This is an optimization exercise on Yosys and OpenROAD, whose aim is small area, not a production implementation. The RTL was checked by simulation tests, not by an equivalence proof against the original design. The clock port is modelled as an ideal driver; clocking choices that lean on that would not hold on a real chip. Power and IR drop assume default switching activity.

==> inputs of run a <==
==> flow/design.v <==
module uart_rx (
    input        clk,
    input        rst_n,
    input        rx,
    output [2:0] label,      
    output reg   hb,
    output       valid       
);
    localparam [3:0] IDLE  = 4'b0000,
                     START = 4'b0001,
                     D0    = 4'b0110,   
                     STOP  = 4'b0111,
                     VALID = 4'b1111;   
    reg [3:0] ph;
    reg       ta;
    reg [2:0] tb;
    reg [4:0] tc;
    wire idle = (ph == IDLE) | (ph == VALID);
    wire data = (ph == D0) | (ph[3] & (ph[2:0] != 3'b111));
    wire term = ta & (&tb) & (&tc);
    assign valid = (ph == VALID);
    assign label = ph[2:0];
    always @(posedge clk or negedge rst_n) begin
        if (!rst_n)
            ph <= IDLE;
        else
            case (ph)
                IDLE, VALID: ph <= rx ? IDLE : START;
                START:   if (term) ph <= rx ? IDLE : D0;
                D0:      if (term) ph <= 4'b1000;
                4'b1110: if (term) ph <= STOP;
                STOP:    if (term) ph <= rx ? VALID : IDLE;
                default: if (term) ph <= ph + 4'd1;
            endcase
    end
    always @(posedge clk) begin
        if (idle) begin
            ta <= 1'b0;
            tb <= 3'b111;
            tc <= 5'b11111;
        end else begin
            ta <= ~ta;
            tb <= {tb[1:0], tb[2] ^ tb[1]};
            tc <= {tc[3:0], tc[4] ^ tc[2]};
        end
        if (data & term)
            hb <= rx;
    end
endmodule
module uart_tx (
    input        clk,
    input        rst_n,
    input        start,      
    input        cap,        
    input        din,
    output [3:0] tph,        
    output reg   frame,
    output reg   tx
);
    reg       ta;
    reg [2:0] tb;
    reg [4:0] tc;
    reg [3:0] ph;            
    reg       nb;
    wire tick = frame & ta & (&tb) & (&tc);
    assign tph = ph;
    always @(posedge clk) begin
        if (!frame) begin
            ta <= 1'b0;
            tb <= 3'b011;
            tc <= 5'b01111;
            ph <= 4'd15;
        end else begin
            ta <= ~ta;
            tb <= {tb[1:0], tb[2] ^ tb[1]};
            tc <= {tc[3:0], tc[4] ^ tc[2]};
            if (tick)
                ph <= ph + 4'd1;
        end
        if (cap)
            nb <= din;
    end
    always @(posedge clk or negedge rst_n) begin
        if (!rst_n) begin
            frame <= 1'b0;
            tx    <= 1'b1;
        end else begin
            if (start)
                frame <= 1'b1;
            else if (tick && ph == 4'd9)
                frame <= 1'b0;
            if (tick)
                tx <= ph[3] ? ~ph[2] : nb;
        end
    end
endmodule
module uart_string_loopback (
    input  wire clk,
    input  wire rst_n,
    input  wire rx,
    output wire tx
);
reg  [255:0] ring;
reg  [7:0]   cnt;
reg  [4:0]   write_ptr;
reg  [4:0]   read_ptr;
wire       hb, valid, frame;
wire [2:0] label;
wire [3:0] tph;
function [4:0] nxt(input [4:0] p);
    nxt = {p[3:0], p[4] ^ p[2] ^ (p[3:0] == 4'd0)};
endfunction
wire [4:0] wp_next = nxt(write_ptr);
wire full   = wp_next == read_ptr;
wire empty  = write_ptr == read_ptr;
wire start  = ~frame & ~empty;
wire sent   = ~frame | (tph != 4'd15 && tph > {1'b0, label});
wire wen    = (cnt == {wp_next, label}) & (~full | sent);
wire din    = wen ? hb : ring[255];
wire cap    = cnt == {read_ptr, tph[2:0]};
uart_rx uart_rx_inst (
    .clk(clk),
    .rst_n(rst_n),
    .rx(rx),
    .label(label),
    .hb(hb),
    .valid(valid)
);
uart_tx uart_tx_inst (
    .clk(clk),
    .rst_n(rst_n),
    .start(start),
    .cap(cap),
    .din(din),
    .tph(tph),
    .frame(frame),
    .tx(tx)
);
always @(posedge clk) begin
    ring <= {ring[254:0], din};
    cnt  <= {cnt[6:0], cnt[7] ^ cnt[5] ^ cnt[4] ^ cnt[3] ^ (cnt[6:0] == 7'd0)};
end
always @(posedge clk or negedge rst_n) begin
    if (!rst_n) begin
        write_ptr <= 5'd0;
        read_ptr  <= 5'd0;
    end else begin
        if (valid && !full)
            write_ptr <= wp_next;
        if (start)
            read_ptr <= nxt(read_ptr);
    end
end
endmodule
==> flow/flow/run.sh <==
#!/bin/bash
# Own layout flow: the standard synthesis, its logic remapped for area (the
# flip-flops untouched), then the standard layout of that netlist. Each tool
# writes its own log here.
set -euo pipefail
W=$PWD
F=$W/flow
LIB=$FLOW_HOME/platforms/sky130hd/lib/sky130_fd_sc_hd__tt_025C_1v80.lib
R=orfs/results/$FLOW_PLATFORM/uart_string_loopback/base

bash standard.sh synth > log_synth.log 2>&1
cp $R/1_2_yosys.v std_synth.v

# remap with each ABC script (in parallel), then take the smallest netlist
# that is proven equal to the standard one; keep the standard netlist if none
python3 $F/mkmap.py $LIB std_synth.v std_map.v > log_mkmap.log 2>&1
NET=$W/std_synth.v
for a in $F/abc_*.abc; do
  n=$(basename $a .abc)
  RS_LIB=$LIB RS_IN=std_synth.v RS_TOP=$FLOW_TOP RS_MAP=std_map.v RS_ABC=$a \
    RS_OUT=rs_$n.v yosys -c $F/resynth.tcl > log_resynth_$n.log 2>&1 &
done
wait || true
for n in $(for l in log_resynth_*.log; do
             a=$(grep "Chip area" $l | tail -1 | awk '{print $NF}')
             [[ -n $a ]] && echo "$a ${l#log_resynth_}"
           done | sort -g | awk '{print $2}'); do
  n=${n%.log}
  if python3 $F/mkmap.py $LIB rs_$n.v rs_${n}_map.v > log_mkmap_$n.log 2>&1 \
     && RS_LIB=$LIB RS_IN=std_synth.v RS_OUT=rs_$n.v RS_TOP=$FLOW_TOP RS_MAP=std_map.v \
       RS_MAP2=rs_${n}_map.v RS_FFMAP=$F/ffmap.v yosys -c $F/equiv.tcl > log_equiv_$n.log 2>&1; then
    NET=$W/rs_$n.v
    break
  fi
done
echo "netlist: $NET"

mv orfs orfs_std
ARGS=("SYNTH_NETLIST_FILES=$NET")
if [[ -f $F/cts_args ]]; then
  ARGS+=("CTS_ARGS=$(cat $F/cts_args)")
fi
if [[ -f $F/make_args ]]; then
  while IFS= read -r line; do
    [[ -n $line ]] && ARGS+=("$line")
  done < $F/make_args
fi
# POST_CTS_TCL: a leaf clock buffer whose flip-flops see a slow clock edge
# gets a larger cell
ARGS+=("POST_CTS_TCL=$F/fixclk.tcl")
bash standard.sh "${ARGS[@]}" finish > log_layout.log 2>&1
test -f out/final.def
==> flow/flow/abc_1.abc <==
strash
&get -n
&st
&deepsyn -T 20 -S 1
&nf -a -R 1000
&put
topo
dnsize
==> flow/flow/abc_2.abc <==
strash
&get -n
&st
&deepsyn -T 20 -S 2
&nf -a -R 1000
&put
topo
dnsize
==> flow/flow/abc_3.abc <==
strash
&get -n
&st
&deepsyn -T 20 -S 3
&nf -a -R 1000
&put
topo
dnsize
==> flow/flow/abc_4.abc <==
strash
dc2
&get -n
&st
&synch2
&nf -a
&put
==> flow/flow/cts_args <==
-sink_clustering_enable -repair_clock_nets -dont_use_dummy_load -buf_list sky130_fd_sc_hd__clkbuf_4 -sink_clustering_size 12 -sink_clustering_max_diameter 40
==> flow/flow/equiv.tcl <==
# Prove the remapped netlist does what the standard one does. Both netlists are
# turned into plain logic and flip-flops, which pair by name.
yosys -import
set lib $::env(RS_LIB)
foreach {net map name} [list $::env(RS_IN) $::env(RS_MAP) gold $::env(RS_OUT) $::env(RS_MAP2) gate] {
  yosys design -reset
  read_verilog $net
  read_verilog $map
  read_verilog $::env(RS_FFMAP)
  hierarchy -top $::env(RS_TOP)
  flatten
  yosys proc
  async2sync
  opt_clean
  yosys rename -hide w:_*
  yosys rename $::env(RS_TOP) $name
  yosys design -stash $name
}
yosys design -reset
yosys design -copy-from gold -as gold gold
yosys design -copy-from gate -as gate gate
equiv_make gold gate equiv
hierarchy -top equiv
equiv_simple -seq 2
equiv_induct
equiv_status -assert
==> flow/flow/ffmap.v <==
module sky130_fd_sc_hd__dfxtp_1 (CLK, D, Q);
  input CLK, D; output reg Q;
  always @(posedge CLK) Q <= D;
endmodule
module sky130_fd_sc_hd__edfxtp_1 (CLK, D, DE, Q);
  input CLK, D, DE; output reg Q;
  always @(posedge CLK) if (DE) Q <= D;
endmodule
module sky130_fd_sc_hd__dfrtp_1 (CLK, D, RESET_B, Q);
  input CLK, D, RESET_B; output reg Q;
  always @(posedge CLK or negedge RESET_B) if (!RESET_B) Q <= 1'b0; else Q <= D;
endmodule
module sky130_fd_sc_hd__dfstp_2 (CLK, D, SET_B, Q);
  input CLK, D, SET_B; output reg Q;
  always @(posedge CLK or negedge SET_B) if (!SET_B) Q <= 1'b1; else Q <= D;
endmodule
==> flow/flow/fixclk.tcl <==
# POST_CTS_TCL hook: a leaf clock buffer whose flip-flop clock pins see a slow
# edge (placement estimate) is swapped for the next larger clock buffer, then
# the placement is legalised again.
set th 0.122
set next {sky130_fd_sc_hd__clkbuf_1 sky130_fd_sc_hd__clkbuf_2 sky130_fd_sc_hd__clkbuf_2 sky130_fd_sc_hd__clkbuf_4 sky130_fd_sc_hd__clkbuf_4 sky130_fd_sc_hd__clkbuf_8 sky130_fd_sc_hd__clkbuf_8 sky130_fd_sc_hd__clkbuf_16}
array set up $next
for {set pass 0} {$pass < 4} {incr pass} {
  estimate_parasitics -placement
  set changed 0
  foreach inst [get_cells *] {
    set m [get_property $inst ref_name]
    if {![info exists up($m)]} continue
    set opin [get_pins -of_objects $inst -filter "direction == output"]
    set net [get_nets -of_objects $opin]
    set mx 0
    set ff 0
    foreach p [get_pins -of_objects $net -filter "direction == input"] {
      if {[get_property $p lib_pin_name] == "CLK"} {
        incr ff
        set s [get_property $p slew_max]
        if {$s > $mx} {set mx $s}
      }
    }
    if {$ff > 0 && $mx > $th} {
      puts "fixclk: upsize [get_property $inst name] $m -> $up($m) (slew $mx)"
      replace_cell $inst $up($m)
      incr changed
    }
  }
  if {$changed == 0} break
}
detailed_placement
check_placement -verbose
estimate_parasitics -placement
==> flow/flow/make_args <==
BUFFER_PORTS_ARGS=-buffer_cell sky130_fd_sc_hd__buf_1
==> flow/flow/mkmap.py <==
#!/usr/bin/env python3
"""Write a Yosys techmap file that turns each combinational standard cell used in a
netlist into plain logic (its Liberty function), so ABC can map that logic again.
usage: mkmap.py LIB NETLIST OUT"""
import re, sys

lib, netlist, out = sys.argv[1:4]
used = set(re.findall(r'^\s*(sky130_fd_sc_hd__\w+)\s', open(netlist).read(), re.M))

text = open(lib).read()
cells = {}
for m in re.finditer(r'\n\s*cell\s*\(\s*"?(\w+)"?\s*\)\s*\{', text):
    name = m.group(1)
    # find the matching brace
    i = m.end(); depth = 1
    while depth:
        c = text[i]
        if c == '{': depth += 1
        elif c == '}': depth -= 1
        i += 1
    cells[name] = text[m.end():i]

def conv(f):
    f = f.replace('!', '~')
    # liberty allows space as AND between operands; sky130 uses explicit &
    return f

lines = []
for name in sorted(used):
    body = cells.get(name)
    if body is None or re.search(r'\b(ff|latch|statetable)\s*\(', body):
        continue
    pins = []
    for pm in re.finditer(r'\n\s*pin\s*\(\s*"?(\w+)"?\s*\)\s*\{', body):
        j = pm.end(); depth = 1
        while depth:
            c = body[j]
            if c == '{': depth += 1
            elif c == '}': depth -= 1
            j += 1
        pb = body[pm.end():j]
        d = re.search(r'direction\s*:\s*"?(\w+)"?', pb)
        f = re.search(r'\bfunction\s*:\s*"([^"]*)"', pb)
        pins.append((pm.group(1), d.group(1) if d else None, f.group(1) if f else None))
    outs = [p for p in pins if p[1] == 'output']
    if not outs or any(p[2] is None for p in outs):
        continue
    ins = [p for p in pins if p[1] == 'input']
    ports = [p[0] for p in ins] + [p[0] for p in outs]
    lines.append(f'module {name} ({", ".join(ports)});')
    for p in ins:
        lines.append(f'  input {p[0]};')
    for p in outs:
        lines.append(f'  output {p[0]};')
        lines.append(f'  assign {p[0]} = {conv(p[2])};')
    lines.append('endmodule')
open(out, 'w').write('\n'.join(lines) + '\n')
==> flow/flow/resynth.tcl <==
# Map the standard synthesis's logic again, for area. The flip-flops stay as
# they are, with their names and cell types; only the cells between them are
# turned back into plain logic (mkmap.py's map) and mapped again by ABC.
yosys -import
set lib $::env(RS_LIB)
read_liberty -lib $lib
read_verilog $::env(RS_IN)
hierarchy -top $::env(RS_TOP)
techmap -map $::env(RS_MAP)
techmap
opt -purge
abc -liberty $lib -dont_use *lpflow* -dont_use *probe* -script $::env(RS_ABC)
opt_clean -purge
hilomap -singleton -hicell sky130_fd_sc_hd__conb_1 HI -locell sky130_fd_sc_hd__conb_1 LO
splitnets
opt_clean -purge
insbuf -buf sky130_fd_sc_hd__buf_1 A X
stat -liberty $lib
write_verilog -noattr -noexpr -nohex -nodec $::env(RS_OUT)
==> flow/standard.sh <==
#!/bin/bash
# synth_recipe.tcl (not shown) runs the flow's synth.tcl, then flattens the netlist and writes it again
# the make line also repeats each setting of config.mk as NAME=value (left out here)
make -C /OpenROAD-flow-scripts/flow DESIGN_CONFIG=/design/flow/config.mk WORK_HOME=/design/flow/orfs CLKGATE_MAP_FILE= SYNTH_SCRIPT=/design/flow/synth_recipe.tcl "${@:-finish}"
==> flow/config.mk <==
export PLATFORM = sky130hd
export DESIGN_NAME = uart_string_loopback
export DESIGN_NICKNAME = uart_string_loopback
export VERILOG_FILES = /design/flow/design.v
export SDC_FILE = /design/flow/constraint.sdc
export NUM_CORES = 4
export LEC_CHECK = 0
export CAP_MARGIN = 20
export CORE_MARGIN = 2
export CORE_UTILIZATION = 65
export SLEW_MARGIN = 20
==> flow/constraint.sdc <==
create_clock -name core_clock -period 20.0 [get_ports {clk}]
set_input_delay 4.0000 -clock core_clock [delete_from_list [all_inputs] [get_ports {clk}]]
set_output_delay 4.0000 -clock core_clock [all_outputs]
set_load 0.01 [all_outputs]
==> run b (differences from run a) <==
==> flow/design.v, changed modules only <==
module uart_string_loopback (
    input  wire clk,
    input  wire rst_n,
    input  wire rx,
    output wire tx
);
reg  [255:0] ring;
reg  [7:0]   cnt;
reg  [4:0]   rslot;          
wire       hb, valid, frame;
wire [2:0] label;
wire [3:0] tph;
wire full   = rslot == 5'd0;
wire empty  = rslot == 5'd1;
wire start  = ~frame & ~empty;
wire accept = valid & ~full;
wire sent   = ~frame | (tph != 4'd15 && tph > {1'b0, label});
wire wen    = (cnt == {rslot, label}) & (~full | sent);
wire din    = wen ? hb : ring[255];
wire cap    = cnt == {5'd0, tph[2:0]};
uart_rx uart_rx_inst (
    .clk(clk),
    .rst_n(rst_n),
    .rx(rx),
    .label(label),
    .hb(hb),
    .valid(valid)
);
uart_tx uart_tx_inst (
    .clk(clk),
    .rst_n(rst_n),
    .start(start),
    .cap(cap),
    .din(din),
    .tph(tph),
    .frame(frame),
    .tx(tx)
);
always @(posedge clk) begin
    ring <= {ring[254:0], din};
    cnt  <= cnt + (start ? 8'd249 : 8'd1);
end
always @(posedge clk or negedge rst_n) begin
    if (!rst_n)
        rslot <= 5'd1;
    else if (accept && !start)
        rslot <= rslot + 5'd1;
    else if (start && !accept)
        rslot <= rslot - 5'd1;
end
endmodule
--- a/flow/flow/run.sh
+++ b/flow/flow/run.sh
@@ -15,10 +15,13 @@
 # that is proven equal to the standard one; keep the standard netlist if none
 python3 $F/mkmap.py $LIB std_synth.v std_map.v > log_mkmap.log 2>&1
 NET=$W/std_synth.v
+J=0
 for a in $F/abc_*.abc; do
   n=$(basename $a .abc)
   RS_LIB=$LIB RS_IN=std_synth.v RS_TOP=$FLOW_TOP RS_MAP=std_map.v RS_ABC=$a \
     RS_OUT=rs_$n.v yosys -c $F/resynth.tcl > log_resynth_$n.log 2>&1 &
+  J=$((J+1))
+  if (( J % ${NUM_CORES:-4} == 0 )); then wait || true; fi
 done
 wait || true
 for n in $(for l in log_resynth_*.log; do
==> flow/flow/abc_4.abc (replaced) <==
strash
&get -n
&st
&deepsyn -T 20 -S 6
&nf -a -R 1000
&put
topo
dnsize
==> flow/flow/abc_5.abc (new file) <==
strash
&get -n
&st
&deepsyn -T 20 -S 8
&nf -a -R 1000
&put
topo
dnsize
==> flow/flow/abc_6.abc (new file) <==
strash
&get -n
&st
&deepsyn -T 20 -S 9
&nf -a -R 1000
&put
topo
dnsize
==> flow/flow/abc_7.abc (new file) <==
strash
&get -n
&st
&deepsyn -T 40 -S 1
&nf -a -R 1000
&put
topo
dnsize
==> flow/flow/abc_8.abc (new file) <==
strash
dc2
&get -n
&st
&synch2
&nf -a
&put
==> flow/flow/cts_args (replaced) <==
-sink_clustering_enable -repair_clock_nets -dont_use_dummy_load -buf_list sky130_fd_sc_hd__clkbuf_4 -sink_clustering_size 15 -sink_clustering_max_diameter 45
==> flow/flow/fixclk.tcl (replaced) <==
# POST_CTS_TCL hook: a clock buffer whose loads see a slow edge (placement
# estimate) is swapped for the next larger clock buffer: a leaf buffer when
# its flip-flop clock pins are slower than th, a buffer driving other clock
# buffers when their inputs are slower than th_tree. Then the placement is
# legalised again.
set th 0.115
set th_tree 0.13
set next {sky130_fd_sc_hd__clkbuf_1 sky130_fd_sc_hd__clkbuf_2 sky130_fd_sc_hd__clkbuf_2 sky130_fd_sc_hd__clkbuf_4 sky130_fd_sc_hd__clkbuf_4 sky130_fd_sc_hd__clkbuf_8 sky130_fd_sc_hd__clkbuf_8 sky130_fd_sc_hd__clkbuf_16}
array set up $next
for {set pass 0} {$pass < 6} {incr pass} {
  estimate_parasitics -placement
  set changed 0
  foreach inst [get_cells *] {
    set m [get_property $inst ref_name]
    if {![info exists up($m)]} continue
    set opin [get_pins -of_objects $inst -filter "direction == output"]
    set net [get_nets -of_objects $opin]
    set ffmx 0
    set bufmx 0
    foreach p [get_pins -of_objects $net -filter "direction == input"] {
      set s [get_property $p slew_max]
      if {[get_property $p lib_pin_name] == "CLK"} {
        if {$s > $ffmx} {set ffmx $s}
      } elseif {[string match "*clkbuf*" [get_property [get_cells -of_objects $p] ref_name]]} {
        if {$s > $bufmx} {set bufmx $s}
      }
    }
    if {$ffmx > $th || $bufmx > $th_tree} {
      puts "fixclk: upsize [get_property $inst name] $m -> $up($m) (slew $ffmx $bufmx)"
      replace_cell $inst $up($m)
      incr changed
    }
  }
  if {$changed == 0} break
}
detailed_placement
check_placement -verbose
estimate_parasitics -placement
CORE_UTILIZATION = 72   (was 65)
==> qor summary <==
| metric | run a | run b |
|---|---|---|
| Outcome | no timing/DRC/antenna violations | no timing/DRC/antenna violations |
| Total number of multi-input combinational cells | 135 | 136 |
| Achievable Freq | 191.4 MHz | 192.3 MHz |
| Count of placed standard cells including taps | 592 | 577 |
| Register fraction of the total cell area | 0.8209 | 0.8157 |
| Reg2Reg Depth | 7 | 6 |
| Weighted congestion at the end of routability-driven global placement | 0.8017 | 0.8373 |
| Leakage dissipation | 3.028 nW | 2.939 nW |
| Non-clk buf share | 0.001494 | 0.001515 |
| RR Endpoint | uart_tx_inst.nb$_DFFE_PN_ | cnt[6]$_DFF_P_ |
| Length of routed met3 wiring | 252 µm | 309 µm |
| Number of cells in the finished layout apart from fillers | 622 | 601 |
| Launch point of the worst hold path | ring[126]$_DFF_P_ | ring[77]$_DFF_P_ |
| Wire length on met1 | 4.419 mm | 4.262 mm |
| Nets in the synthesized netlist | 452 | 448 |
| Global routing met2 resource utilization | 0.2147 | 0.2839 |
| Initial Util | 0.6631 | 0.7468 |
| Layer with the highest usage after global routing | met1 | met2 |
| Number of fillers in the final layout | 738 | 485 |
| GR Util met1 | 0.2354 | 0.2562 |
| Highest ir drop seen on vdd | 0.08376 mV | 0.08258 mV |
| Total number of placement rows | 38 | 35 |
| Routed wire length per instance | 13.45 µm | 14.84 µm |
| WHS Endpoint | ring[127]$_DFF_P_ | ring[78]$_DFF_P_ |
| Global Route met3 Usage | 0.03885 | 0.04514 |
| Worst hold-check slack | 0.3076 ns | 0.3096 ns |

==> re-timing with driven ports <==
Ports are ideal in the flow. The routed layouts listed here were re-timed in OpenROAD.
Step 1 sets driving cells, clkbuf_16 on the clock port and buf_2 on the other inputs (assumed; they add their load-dependent delay and slew).
Step 2 adds t to the input delays and takes it off the output delays; t is the mean of the earliest and latest rising clock arrival at the registers after step 1. Input paths then give back, and output paths get back, about the clock's delay inside the block.
a / b / c = no drivers / after step 1 / after step 2; a / b = the first two.
run | t (ns) | slack for setup (ns) | worst hold slack (ns) | worst setup path at the end | clock arrival spread, ns
run a | 0.607 | 14.774 / 14.742 / 14.950 | 0.308 / 0.308 / 0.308 | input to register | 0.050 / 0.049
run b | 0.550 | 14.800 / 14.769 / 14.839 | 0.310 / 0.310 / 0.310 | input to register | 0.035 / 0.034
After both steps every run listed still meets setup and hold.
